Source: an optimization exercise on an open RTL-to-GDS flow (aim: small area). Production flows keep margins and buffers that such runs may drop. Only simulation tests tie the RTL to the original design; equivalence was not proved. No activity file was given, so power comes from the tool's default toggle rates. The clock port is modelled as an ideal driver; clocking choices that lean on that would not hold on a real chip.

## the reference run
==> module vacc, before the edit <==
module vacc (
	clk,
	ce,
	rst,
	acc_n,
	data_in,
	sync,
	trig,
	data_out,
	we,
	addr
);
	parameter integer VECTOR_WIDTH = 5;
	parameter integer INPUT_WIDTH = 36;
	parameter integer OUTPUT_WIDTH = 40;
	localparam integer N = 2 ** VECTOR_WIDTH;
	localparam integer W = OUTPUT_WIDTH;
	input wire clk;
	input wire ce;
	input wire rst;
	input wire [31:0] acc_n;
	input wire [INPUT_WIDTH - 1:0] data_in;
	input wire sync;
	input wire trig;
	output reg [OUTPUT_WIDTH - 1:0] data_out;
	output reg we;
	output reg [VECTOR_WIDTH - 1:0] addr;
	localparam [2:0] S_WAIT_SYNC = 3'd0;
	localparam [2:0] S_WAIT_TRIG = 3'd1;
	localparam [2:0] S_WAIT_START = 3'd2;
	localparam [2:0] S_ACC = 3'd3;
	localparam [2:0] S_DRAIN = 3'd4;
	reg [2:0] state;
	reg [VECTOR_WIDTH - 1:0] data_addr;
	reg stale_drain;
	reg [1:0] shifts;
	reg [31:0] accumulations;
	reg [INPUT_WIDTH - 1:0] last_data_in;
	wire in_acc = state == S_ACC;
	wire in_drain = state == S_DRAIN;
	wire start = data_addr == (N - 1);
	wire finish = addr == (N - 1);
	wire acc_done = accumulations == acc_n;
	always @(posedge clk)
		if (rst)
			data_addr <= 0;
		else if (ce && (state != S_WAIT_SYNC))
			data_addr <= data_addr + 1'b1;
	always @(posedge clk)
		if (rst)
			state <= S_WAIT_SYNC;
		else if (ce)
			case (state)
				S_WAIT_SYNC: if (sync) state <= S_WAIT_TRIG;
				S_WAIT_TRIG: if (trig) state <= S_WAIT_START;
				S_WAIT_START: if (start) state <= S_ACC;
				S_ACC: if (acc_done) state <= S_DRAIN;
				S_DRAIN: if (finish) state <= S_WAIT_TRIG;
				default: state <= state;
			endcase
	always @(posedge clk)
		if (rst) begin
			stale_drain <= 1'b0;
			shifts <= 2'd0;
		end
		else if (ce && in_drain && finish) begin
			stale_drain <= 1'b1;
			shifts <= 2'd0;
		end
		else if (ce && (in_acc || in_drain) && (shifts != 2'd3))
			shifts <= shifts + 1'b1;
	wire steady = shifts == 2'd3;
	wire in_place = shifts[1];
	reg [VECTOR_WIDTH - 1:0] out_addr;
	always @(*)
		if (steady)
			out_addr = data_addr - 2'd3;
		else if (stale_drain)
			out_addr = {3'd0, shifts} + 1'b1;
		else
			out_addr = 0;
	wire acc_count = ce && in_acc && in_place && (data_addr == 5'd1);
	wire [32:0] acc_ones;
	assign acc_ones[0] = 1'b1;
	genvar gi;
	generate
		for (gi = 0; gi < 32; gi = gi + 1) begin : inc
			assign acc_ones[gi + 1] = acc_ones[gi] & accumulations[gi];
		end
	endgenerate
	wire [31:0] acc_carry = {32 {acc_count}} & acc_ones[31:0];
	always @(posedge clk)
		if (rst || (ce && in_drain))
			accumulations <= 0;
		else
			accumulations <= accumulations ^ acc_carry;
	always @(posedge clk)
		last_data_in <= data_in;
	always @(posedge clk)
		if (rst || !(ce && in_drain))
			addr <= 0;
		else
			addr <= out_addr;
	always @(posedge clk)
		if (rst)
			we <= 0;
		else
			we <= ce && in_drain && !finish;
	reg acc_valid;
	always @(posedge clk)
		acc_valid <= !rst && ce && in_acc;
	reg [N * W - 1:0] ring;
	wire add_now = in_acc && !acc_done && acc_valid;
	wire [W - 1:0] addend = {{(W - INPUT_WIDTH) {1'b0}}, last_data_in};
	wire [W - 1:0] sum;
	vacc_add #(.W(W), .K(4)) adder (.a(ring[(N - 1) * W +: W]), .b(addend), .s(sum));
	reg post_reset;
	reg zero_29;
	reg zero_28;
	reg drained_28;
	reg zero_1;
	reg zero_0;
	always @(posedge clk)
		if (rst)
			post_reset <= 1'b1;
		else if (ce && in_acc)
			post_reset <= 1'b0;
	always @(posedge clk)
		if (ce) begin
			zero_29 <= in_acc && in_place && !acc_valid;
			zero_28 <= zero_29;
			drained_28 <= in_drain && steady;
			zero_1 <= in_acc && !in_place && stale_drain;
			zero_0 <= zero_1 || (in_drain && !steady && stale_drain);
		end
	wire clear_28 = post_reset || drained_28 || zero_28;
	always @(posedge clk)
		if (ce) begin
			ring[(N - 5) * W - 1:0] <= ring[(N - 4) * W - 1:W];
			ring[(N - 5) * W +: W] <= clear_28 ? {W {1'b0}} : ring[(N - 4) * W +: W];
			ring[(N - 2) * W - 1:(N - 4) * W] <= ring[(N - 1) * W - 1:(N - 3) * W];
			ring[(N - 2) * W +: W] <= add_now ? sum : ring[(N - 1) * W +: W];
			ring[(N - 1) * W +: W] <= zero_0 ? {W {1'b0}} : ring[0 +: W];
		end
	reg out_28;
	reg out_0;
	always @(posedge clk)
		if (rst) begin
			out_28 <= 1'b0;
			out_0 <= 1'b0;
		end
		else begin
			out_28 <= ce && in_drain && !finish && steady && !zero_29;
			out_0 <= ce && in_drain && !finish && !steady && stale_drain && !zero_1;
		end
	always @(*)
		data_out = ({W {ce && out_28}} & ring[(N - 4) * W +: W]) | ({W {ce && out_0}} & ring[0 +: W]);
endmodule
export LEC_CHECK = 0
export CAP_MARGIN = 20
export CORE_MARGIN = 2
export CORE_UTILIZATION = 40
export CTS_BUF_LIST = sky130_fd_sc_hd__clkbuf_16
export CTS_CLUSTER_DIAMETER = 100
export CTS_CLUSTER_SIZE = 30
export SLEW_MARGIN = 20
create_clock -name core_clock -period 8.0 [get_ports {clk}]
standard.sh (not shown) runs the stock make flow with config.mk's settings and CLKGATE_MAP_FILE= SYNTH_SCRIPT=/design/flow/synth_recipe.tcl, a recipe that flattens the netlist after the stock synthesis.
==> flow/flow/run.sh <==
#!/bin/bash
# Layout flow: the standard layout (standard.sh), with two changes made
# through the ORFS variables the standard scripts read:
#  - the input and output ports get a sky130_fd_sc_hd__buf_1 buffer each
#    (the standard flow picks a larger delay buffer);
#  - clock tree synthesis uses clkbuf_16 buffers on sink clusters of up to 30
#    flip-flops within 100 um, and inserts no dummy loads.
# The whole make output goes to flow_make.log in this folder; ORFS keeps each
# step's own log under orfs/logs/.
set -euo pipefail
export BUFFER_PORTS_ARGS="-buffer_cell sky130_fd_sc_hd__buf_1"
export CTS_ARGS="-sink_clustering_enable -repair_clock_nets -sink_clustering_size 30 -sink_clustering_max_diameter 100 -buf_list sky130_fd_sc_hd__clkbuf_16 -dont_use_dummy_load"
bash standard.sh > flow_make.log 2>&1
#### Input delta (the trial run over the reference run)
==> flow/design.v, changed modules only <==
module vacc (
	clk,
	ce,
	rst,
	acc_n,
	data_in,
	sync,
	trig,
	data_out,
	we,
	addr
);
	parameter integer VECTOR_WIDTH = 5;
	parameter integer INPUT_WIDTH = 36;
	parameter integer OUTPUT_WIDTH = 40;
	localparam integer N = 2 ** VECTOR_WIDTH;
	localparam integer W = OUTPUT_WIDTH;
	input wire clk;
	input wire ce;
	input wire rst;
	input wire [31:0] acc_n;
	input wire [INPUT_WIDTH - 1:0] data_in;
	input wire sync;
	input wire trig;
	output reg [OUTPUT_WIDTH - 1:0] data_out;
	output reg we;
	output reg [VECTOR_WIDTH - 1:0] addr;
	localparam [2:0] S_WAIT_SYNC = 3'd0;
	localparam [2:0] S_WAIT_TRIG = 3'd1;
	localparam [2:0] S_WAIT_START = 3'd2;
	localparam [2:0] S_ACC = 3'd3;
	localparam [2:0] S_DRAIN = 3'd4;
	reg [2:0] state;
	reg [VECTOR_WIDTH - 1:0] data_addr;
	reg stale_drain;
	reg [1:0] shifts;
	reg [31:0] accumulations;
	reg [INPUT_WIDTH - 1:0] last_data_in;
	wire in_acc = state == S_ACC;
	wire in_drain = state == S_DRAIN;
	wire start = data_addr == (N - 1);
	wire finish = addr == (N - 1);
	wire acc_done = accumulations == acc_n;
	always @(posedge clk)
		if (rst)
			data_addr <= 0;
		else if (ce && (state != S_WAIT_SYNC))
			data_addr <= data_addr + 1'b1;
	always @(posedge clk)
		if (rst)
			state <= S_WAIT_SYNC;
		else if (ce)
			case (state)
				S_WAIT_SYNC: if (sync) state <= S_WAIT_TRIG;
				S_WAIT_TRIG: if (trig) state <= S_WAIT_START;
				S_WAIT_START: if (start) state <= S_ACC;
				S_ACC: if (acc_done) state <= S_DRAIN;
				S_DRAIN: if (finish) state <= S_WAIT_TRIG;
				default: state <= state;
			endcase
	always @(posedge clk)
		if (rst) begin
			stale_drain <= 1'b0;
			shifts <= 2'd0;
		end
		else if (ce && in_drain && finish) begin
			stale_drain <= 1'b1;
			shifts <= 2'd0;
		end
		else if (ce && (in_acc || in_drain) && (shifts != 2'd3))
			shifts <= shifts + 1'b1;
	wire steady = shifts == 2'd3;
	wire in_place = shifts[1];
	reg [VECTOR_WIDTH - 1:0] out_addr;
	always @(*)
		if (steady)
			out_addr = data_addr - 2'd3;
		else if (stale_drain)
			out_addr = {3'd0, shifts} + 1'b1;
		else
			out_addr = 0;
	wire [32:0] acc_carry;
	assign acc_carry[0] = 1'b1;
	genvar gi;
	generate
		for (gi = 0; gi < 32; gi = gi + 1) begin : inc
			assign acc_carry[gi + 1] = acc_carry[gi] & accumulations[gi];
		end
	endgenerate
	always @(posedge clk)
		if (rst)
			accumulations <= 0;
		else if (ce && in_acc && in_place && (data_addr == 5'd1))
			accumulations <= accumulations ^ acc_carry[31:0];
		else if (ce && in_drain)
			accumulations <= 0;
	always @(posedge clk)
		last_data_in <= data_in;
	always @(posedge clk)
		if (rst || !(ce && in_drain))
			addr <= 0;
		else
			addr <= out_addr;
	always @(posedge clk)
		if (rst)
			we <= 0;
		else
			we <= ce && in_drain && !finish;
	reg acc_valid;
	always @(posedge clk)
		acc_valid <= !rst && ce && in_acc;
	reg [N * W - 1:0] ring;
	wire add_now = in_acc && !acc_done && acc_valid;
	wire [W - 1:0] addend = {{(W - INPUT_WIDTH) {1'b0}}, last_data_in};
	wire [W - 1:0] sum;
	vacc_add #(.W(W), .K(5)) adder (.a(ring[(N - 1) * W +: W]), .b(addend), .s(sum));
	reg post_reset;
	reg zero_29;
	reg zero_28;
	reg drained_28;
	reg zero_1;
	reg zero_0;
	always @(posedge clk)
		if (rst)
			post_reset <= 1'b1;
		else if (ce && in_acc)
			post_reset <= 1'b0;
	always @(posedge clk)
		if (ce) begin
			zero_29 <= in_acc && in_place && !acc_valid;
			zero_28 <= zero_29;
			drained_28 <= in_drain && steady;
			zero_1 <= in_acc && !in_place && stale_drain;
			zero_0 <= zero_1 || (in_drain && !steady && stale_drain);
		end
	wire clear_28 = post_reset || drained_28 || zero_28;
	always @(posedge clk)
		if (ce) begin
			ring[(N - 5) * W - 1:0] <= ring[(N - 4) * W - 1:W];
			ring[(N - 5) * W +: W] <= clear_28 ? {W {1'b0}} : ring[(N - 4) * W +: W];
			ring[(N - 2) * W - 1:(N - 4) * W] <= ring[(N - 1) * W - 1:(N - 3) * W];
			ring[(N - 2) * W +: W] <= add_now ? sum : ring[(N - 1) * W +: W];
			ring[(N - 1) * W +: W] <= zero_0 ? {W {1'b0}} : ring[0 +: W];
		end
	reg rd_sel;
	reg rd_zero;
	always @(posedge clk)
		if (ce) begin
			rd_sel <= !steady && stale_drain;
			rd_zero <= steady ? zero_29 : (!stale_drain || zero_1);
		end
	always @(*)
		if (ce && in_drain && we && !rd_zero)
			data_out = rd_sel ? ring[0 +: W] : ring[(N - 4) * W +: W];
		else
			data_out = 0;
endmodule
The trial run ended with every stage complete and zero timing, DRC or antenna violations.
Taking the reference run as the reference, in the trial run post-synthesis to final-layout area growth has remained practically unchanged, instance area after placement now sits higher, global routing usage summed across all routing layers fell 0.18 points, simple-gate share of the synthesized area held steady, overall via count from detail_route has increased.
Run comparison: the reference run worst-path cell with the longest stage delay sky130_fd_sc_hd__and2_2; the trial run worst-path cell with the longest stage delay sky130_fd_sc_hd__a311oi_1
Status: clock latency on the worst-skew pair parity (the trial run, the reference run)
Between the reference run and the trial run, buffer and inverter count on the worst path decreased.
Looking only at power density over cell area, and setting everything else aside, the lower value of the reference run and the trial run goes to the trial run.
Relative to the reference run, final area has increased by 390 µm² in the trial run.
Higher layout clock buffer count was reported by the trial run, not the reference run.

---

== the baseline ==
The RTL this note starts from:
==> flow/design.v <==
module vacc (
	clk,
	ce,
	rst,
	acc_n,
	data_in,
	sync,
	trig,
	data_out,
	we,
	addr
);
	parameter integer VECTOR_WIDTH = 5;
	parameter integer INPUT_WIDTH = 36;
	parameter integer OUTPUT_WIDTH = 40;
	localparam integer N = 2 ** VECTOR_WIDTH;
	localparam integer W = OUTPUT_WIDTH;
	input wire clk;
	input wire ce;
	input wire rst;
	input wire [31:0] acc_n;
	input wire [INPUT_WIDTH - 1:0] data_in;
	input wire sync;
	input wire trig;
	output reg [OUTPUT_WIDTH - 1:0] data_out;
	output reg we;
	output reg [VECTOR_WIDTH - 1:0] addr;
	localparam [2:0] S_WAIT_SYNC = 3'd0;
	localparam [2:0] S_WAIT_TRIG = 3'd1;
	localparam [2:0] S_WAIT_START = 3'd2;
	localparam [2:0] S_ACC = 3'd3;
	localparam [2:0] S_DRAIN = 3'd4;
	reg [2:0] state;
	reg [VECTOR_WIDTH - 1:0] data_addr;
	reg stale_drain;
	reg [1:0] shifts;
	reg [31:0] accumulations;
	reg [INPUT_WIDTH - 1:0] last_data_in;
	wire in_acc = state == S_ACC;
	wire in_drain = state == S_DRAIN;
	wire start = data_addr == (N - 1);
	wire finish = addr == (N - 1);
	wire acc_done = accumulations == acc_n;
	always @(posedge clk)
		if (rst)
			data_addr <= 0;
		else if (ce && (state != S_WAIT_SYNC))
			data_addr <= data_addr + 1'b1;
	always @(posedge clk)
		if (rst)
			state <= S_WAIT_SYNC;
		else if (ce)
			case (state)
				S_WAIT_SYNC: if (sync) state <= S_WAIT_TRIG;
				S_WAIT_TRIG: if (trig) state <= S_WAIT_START;
				S_WAIT_START: if (start) state <= S_ACC;
				S_ACC: if (acc_done) state <= S_DRAIN;
				S_DRAIN: if (finish) state <= S_WAIT_TRIG;
				default: state <= state;
			endcase
	always @(posedge clk)
		if (rst) begin
			stale_drain <= 1'b0;
			shifts <= 2'd0;
		end
		else if (ce && in_drain && finish) begin
			stale_drain <= 1'b1;
			shifts <= 2'd0;
		end
		else if (ce && (in_acc || in_drain) && (shifts != 2'd3))
			shifts <= shifts + 1'b1;
	wire steady = shifts == 2'd3;
	wire in_place = shifts[1];
	reg [VECTOR_WIDTH - 1:0] out_addr;
	always @(*)
		if (steady)
			out_addr = data_addr - 2'd3;
		else if (stale_drain)
			out_addr = {3'd0, shifts} + 1'b1;
		else
			out_addr = 0;
	wire [32:0] acc_carry;
	assign acc_carry[0] = 1'b1;
	genvar gi;
	generate
		for (gi = 0; gi < 32; gi = gi + 1) begin : inc
			assign acc_carry[gi + 1] = acc_carry[gi] & accumulations[gi];
		end
	endgenerate
	always @(posedge clk)
		if (rst)
			accumulations <= 0;
		else if (ce && in_acc && in_place && (data_addr == 5'd1))
			accumulations <= accumulations ^ acc_carry[31:0];
		else if (ce && in_drain)
			accumulations <= 0;
	always @(posedge clk)
		last_data_in <= data_in;
	always @(posedge clk)
		if (rst || !(ce && in_drain))
			addr <= 0;
		else
			addr <= out_addr;
	always @(posedge clk)
		if (rst)
			we <= 0;
		else
			we <= ce && in_drain && !finish;
	reg acc_valid;
	always @(posedge clk)
		acc_valid <= !rst && ce && in_acc;
	reg [N * W - 1:0] ring;
	wire add_now = in_acc && !acc_done && acc_valid;
	wire [W - 1:0] addend = {{(W - INPUT_WIDTH) {1'b0}}, last_data_in};
	wire [W - 1:0] sum;
	vacc_add #(.W(W), .K(5)) adder (.a(ring[(N - 1) * W +: W]), .b(addend), .s(sum));
	reg post_reset;
	reg zero_29;
	reg zero_28;
	reg drained_28;
	reg zero_1;
	reg zero_0;
	always @(posedge clk)
		if (rst)
			post_reset <= 1'b1;
		else if (ce && in_acc)
			post_reset <= 1'b0;
	always @(posedge clk)
		if (ce) begin
			zero_29 <= in_acc && in_place && !acc_valid;
			zero_28 <= zero_29;
			drained_28 <= in_drain && steady;
			zero_1 <= in_acc && !in_place && stale_drain;
			zero_0 <= zero_1 || (in_drain && !steady && stale_drain);
		end
	wire clear_28 = post_reset || drained_28 || zero_28;
	always @(posedge clk)
		if (ce) begin
			ring[(N - 5) * W - 1:0] <= ring[(N - 4) * W - 1:W];
			ring[(N - 5) * W +: W] <= clear_28 ? {W {1'b0}} : ring[(N - 4) * W +: W];
			ring[(N - 2) * W - 1:(N - 4) * W] <= ring[(N - 1) * W - 1:(N - 3) * W];
			ring[(N - 2) * W +: W] <= add_now ? sum : ring[(N - 1) * W +: W];
			ring[(N - 1) * W +: W] <= zero_0 ? {W {1'b0}} : ring[0 +: W];
		end
	reg out_28;
	reg out_0;
	always @(posedge clk)
		if (rst) begin
			out_28 <= 1'b0;
			out_0 <= 1'b0;
		end
		else begin
			out_28 <= ce && in_drain && !finish && steady && !zero_29;
			out_0 <= ce && in_drain && !finish && !steady && stale_drain && !zero_1;
		end
	always @(*)
		data_out = ({W {ce && out_28}} & ring[(N - 4) * W +: W]) | ({W {ce && out_0}} & ring[0 +: W]);
endmodule
module vacc_add (
	a,
	b,
	s
);
	parameter integer W = 40;
	parameter integer K = 5;
	localparam integer NG = (W + K - 1) / K;
	input wire [W - 1:0] a;
	input wire [W - 1:0] b;
	output wire [W - 1:0] s;
	wire [W - 1:0] g = a & b;
	wire [W - 1:0] p = a ^ b;
	wire [W:0] c;
	wire [NG:0] gc;
	wire [NG - 1:0] gg;
	wire [NG - 1:0] gp;
	assign gc[0] = 1'b0;
	genvar j, i;
	generate
		for (j = 0; j < NG; j = j + 1) begin : grp
			localparam integer LO = j * K;
			localparam integer HI = ((LO + K) < W ? (LO + K) : W) - 1;
			wire [HI - LO + 1:0] gs;
			wire [HI - LO + 1:0] ps;
			assign gs[0] = 1'b0;
			assign ps[0] = 1'b1;
			for (i = LO; i <= HI; i = i + 1) begin : bt
				assign gs[i - LO + 1] = g[i] | (p[i] & gs[i - LO]);
				assign ps[i - LO + 1] = p[i] & ps[i - LO];
				if (i > LO) begin : rip
					assign c[i] = g[i - 1] | (p[i - 1] & c[i - 1]);
				end
			end
			assign gg[j] = gs[HI - LO + 1];
			assign gp[j] = ps[HI - LO + 1];
			assign c[LO] = gc[j];
			assign gc[j + 1] = gg[j] | (gp[j] & gc[j]);
		end
	endgenerate
	assign c[W] = gc[NG];
	assign s = p ^ c[W - 1:0];
endmodule
clock: 8.0 ns
lec_check: 0
cap_margin: 20
core_margin: 2
core_utilization: 40
cts_buf_list: sky130_fd_sc_hd__clkbuf_16
cts_cluster_diameter: 100
cts_cluster_size: 30
slew_margin: 20
Scripts as last shown in full above: flow/flow/run.sh
--- input diff the baseline..the candidate ---
--- a/flow/design.v
+++ b/flow/design.v
@@ -77,25 +77,25 @@
 			out_addr = data_addr - 2'd3;
 		else if (stale_drain)
 			out_addr = {3'd0, shifts} + 1'b1;
 		else
 			out_addr = 0;
-	wire [32:0] acc_carry;
-	assign acc_carry[0] = 1'b1;
+	wire acc_count = ce && in_acc && in_place && (data_addr == 5'd1);
+	wire [32:0] acc_ones;
+	assign acc_ones[0] = 1'b1;
 	genvar gi;
 	generate
 		for (gi = 0; gi < 32; gi = gi + 1) begin : inc
-			assign acc_carry[gi + 1] = acc_carry[gi] & accumulations[gi];
+			assign acc_ones[gi + 1] = acc_ones[gi] & accumulations[gi];
 		end
 	endgenerate
-	always @(posedge clk)
-		if (rst)
+	wire [31:0] acc_carry = {32 {acc_count}} & acc_ones[31:0];
+	always @(posedge clk)
+		if (rst || (ce && in_drain))
 			accumulations <= 0;
-		else if (ce && in_acc && in_place && (data_addr == 5'd1))
-			accumulations <= accumulations ^ acc_carry[31:0];
-		else if (ce && in_drain)
-			accumulations <= 0;
+		else
+			accumulations <= accumulations ^ acc_carry;
 	always @(posedge clk)
 		last_data_in <= data_in;
 	always @(posedge clk)
 		if (rst || !(ce && in_drain))
 			addr <= 0;
@@ -109,13 +109,13 @@
 	reg acc_valid;
 	always @(posedge clk)
 		acc_valid <= !rst && ce && in_acc;
 	reg [N * W - 1:0] ring;
 	wire add_now = in_acc && !acc_done && acc_valid;
-	wire [W - 1:0] addend = {{(W - INPUT_WIDTH) {1'b0}}, last_data_in};
+	wire [W - 1:0] addend = {{(W - INPUT_WIDTH) {1'b0}}, last_data_in & {INPUT_WIDTH {add_now}}};
 	wire [W - 1:0] sum;
-	vacc_add #(.W(W), .K(5)) adder (.a(ring[(N - 1) * W +: W]), .b(addend), .s(sum));
+	vacc_add #(.W(W), .K(4)) adder (.a(ring[(N - 1) * W +: W]), .b(addend), .s(sum));
 	reg post_reset;
 	reg zero_29;
 	reg zero_28;
 	reg drained_28;
 	reg zero_1;
@@ -135,14 +135,14 @@
 		end
 	wire clear_28 = post_reset || drained_28 || zero_28;
 	always @(posedge clk)
 		if (ce) begin
 			ring[(N - 5) * W - 1:0] <= ring[(N - 4) * W - 1:W];
-			ring[(N - 5) * W +: W] <= clear_28 ? {W {1'b0}} : ring[(N - 4) * W +: W];
+			ring[(N - 5) * W +: W] <= ~(ring[(N - 4) * W +: W] & {W {!clear_28}});
 			ring[(N - 2) * W - 1:(N - 4) * W] <= ring[(N - 1) * W - 1:(N - 3) * W];
-			ring[(N - 2) * W +: W] <= add_now ? sum : ring[(N - 1) * W +: W];
-			ring[(N - 1) * W +: W] <= zero_0 ? {W {1'b0}} : ring[0 +: W];
+			ring[(N - 2) * W +: W] <= sum;
+			ring[(N - 1) * W +: W] <= ~(ring[0 +: W] | {W {zero_0}});
 		end
 	reg out_28;
 	reg out_0;
 	always @(posedge clk)
 		if (rst) begin
@@ -152,11 +152,11 @@
 		else begin
 			out_28 <= ce && in_drain && !finish && steady && !zero_29;
 			out_0 <= ce && in_drain && !finish && !steady && stale_drain && !zero_1;
 		end
 	always @(*)
-		data_out = ({W {ce && out_28}} & ring[(N - 4) * W +: W]) | ({W {ce && out_0}} & ring[0 +: W]);
+		data_out = ({W {ce && out_28}} & ring[(N - 4) * W +: W]) | ({W {ce && out_0}} & ~ring[0 +: W]);
 endmodule
 module vacc_add (
 	a,
 	b,
 	s
==> run summary <==
The final reports for the candidate and the baseline show row count lower in the former.
When the candidate is measured against the baseline, its leakage component of the power turns out 0.81 nW lower.
The baseline → the candidate: final period demand of the worst path went up; count of clock-buffer cells in the layout now smaller.
Status: clock power parity (the candidate, the baseline)
Lower power per cell area among the baseline and the candidate: the candidate
On the candidate: sequential share of layout area is 0.97 points higher than what the baseline gave.
Changes observed in the candidate relative to the baseline: count of buffers not belonging to the clock network in the layout has increased; wire length on met3 has increased; summed area of non-filler cells in the final layout has decreased.

## afterwards: timing with drivers on the ports
Ports are ideal in the flow. The routed layouts listed here were re-timed in OpenROAD. Step 1 sets driving cells, clkbuf_16 on the clock port and buf_2 on the other inputs (assumed; they add their load-dependent delay and slew). Step 2 times the ports against the registers' clock, not the clock port: input delays grow and output delays shrink by t, the midpoint of the rising clock arrivals with the driver on. Three values: no drivers, after step 1, after step 2; two values: the first two.
run	t (ns)	setup slack, ns	hold WS [ns]	worst setup path after step 2	worst slew at a driven data input, ns
the reference run	0.708	2.773 / 2.727 / 2.727	0.401 / 0.401 / 0.401	input to output	0.07
the trial run	0.689	1.298 / 1.298 / 1.298	0.394 / 0.394 / 0.394	register to register	0.05
the baseline	0.693	1.673 / 1.673 / 1.673	0.390 / 0.390 / 0.390	register to register	0.08
the candidate	0.712	0.919 / 0.967 / 0.255	0.356 / 0.356 / 0.356	input to register	0.14
After both steps every run listed still meets setup and hold. For the candidate, which loses most, drivers alone change the setup slack by +0.048 ns; drivers and shift together by -0.664 ns.
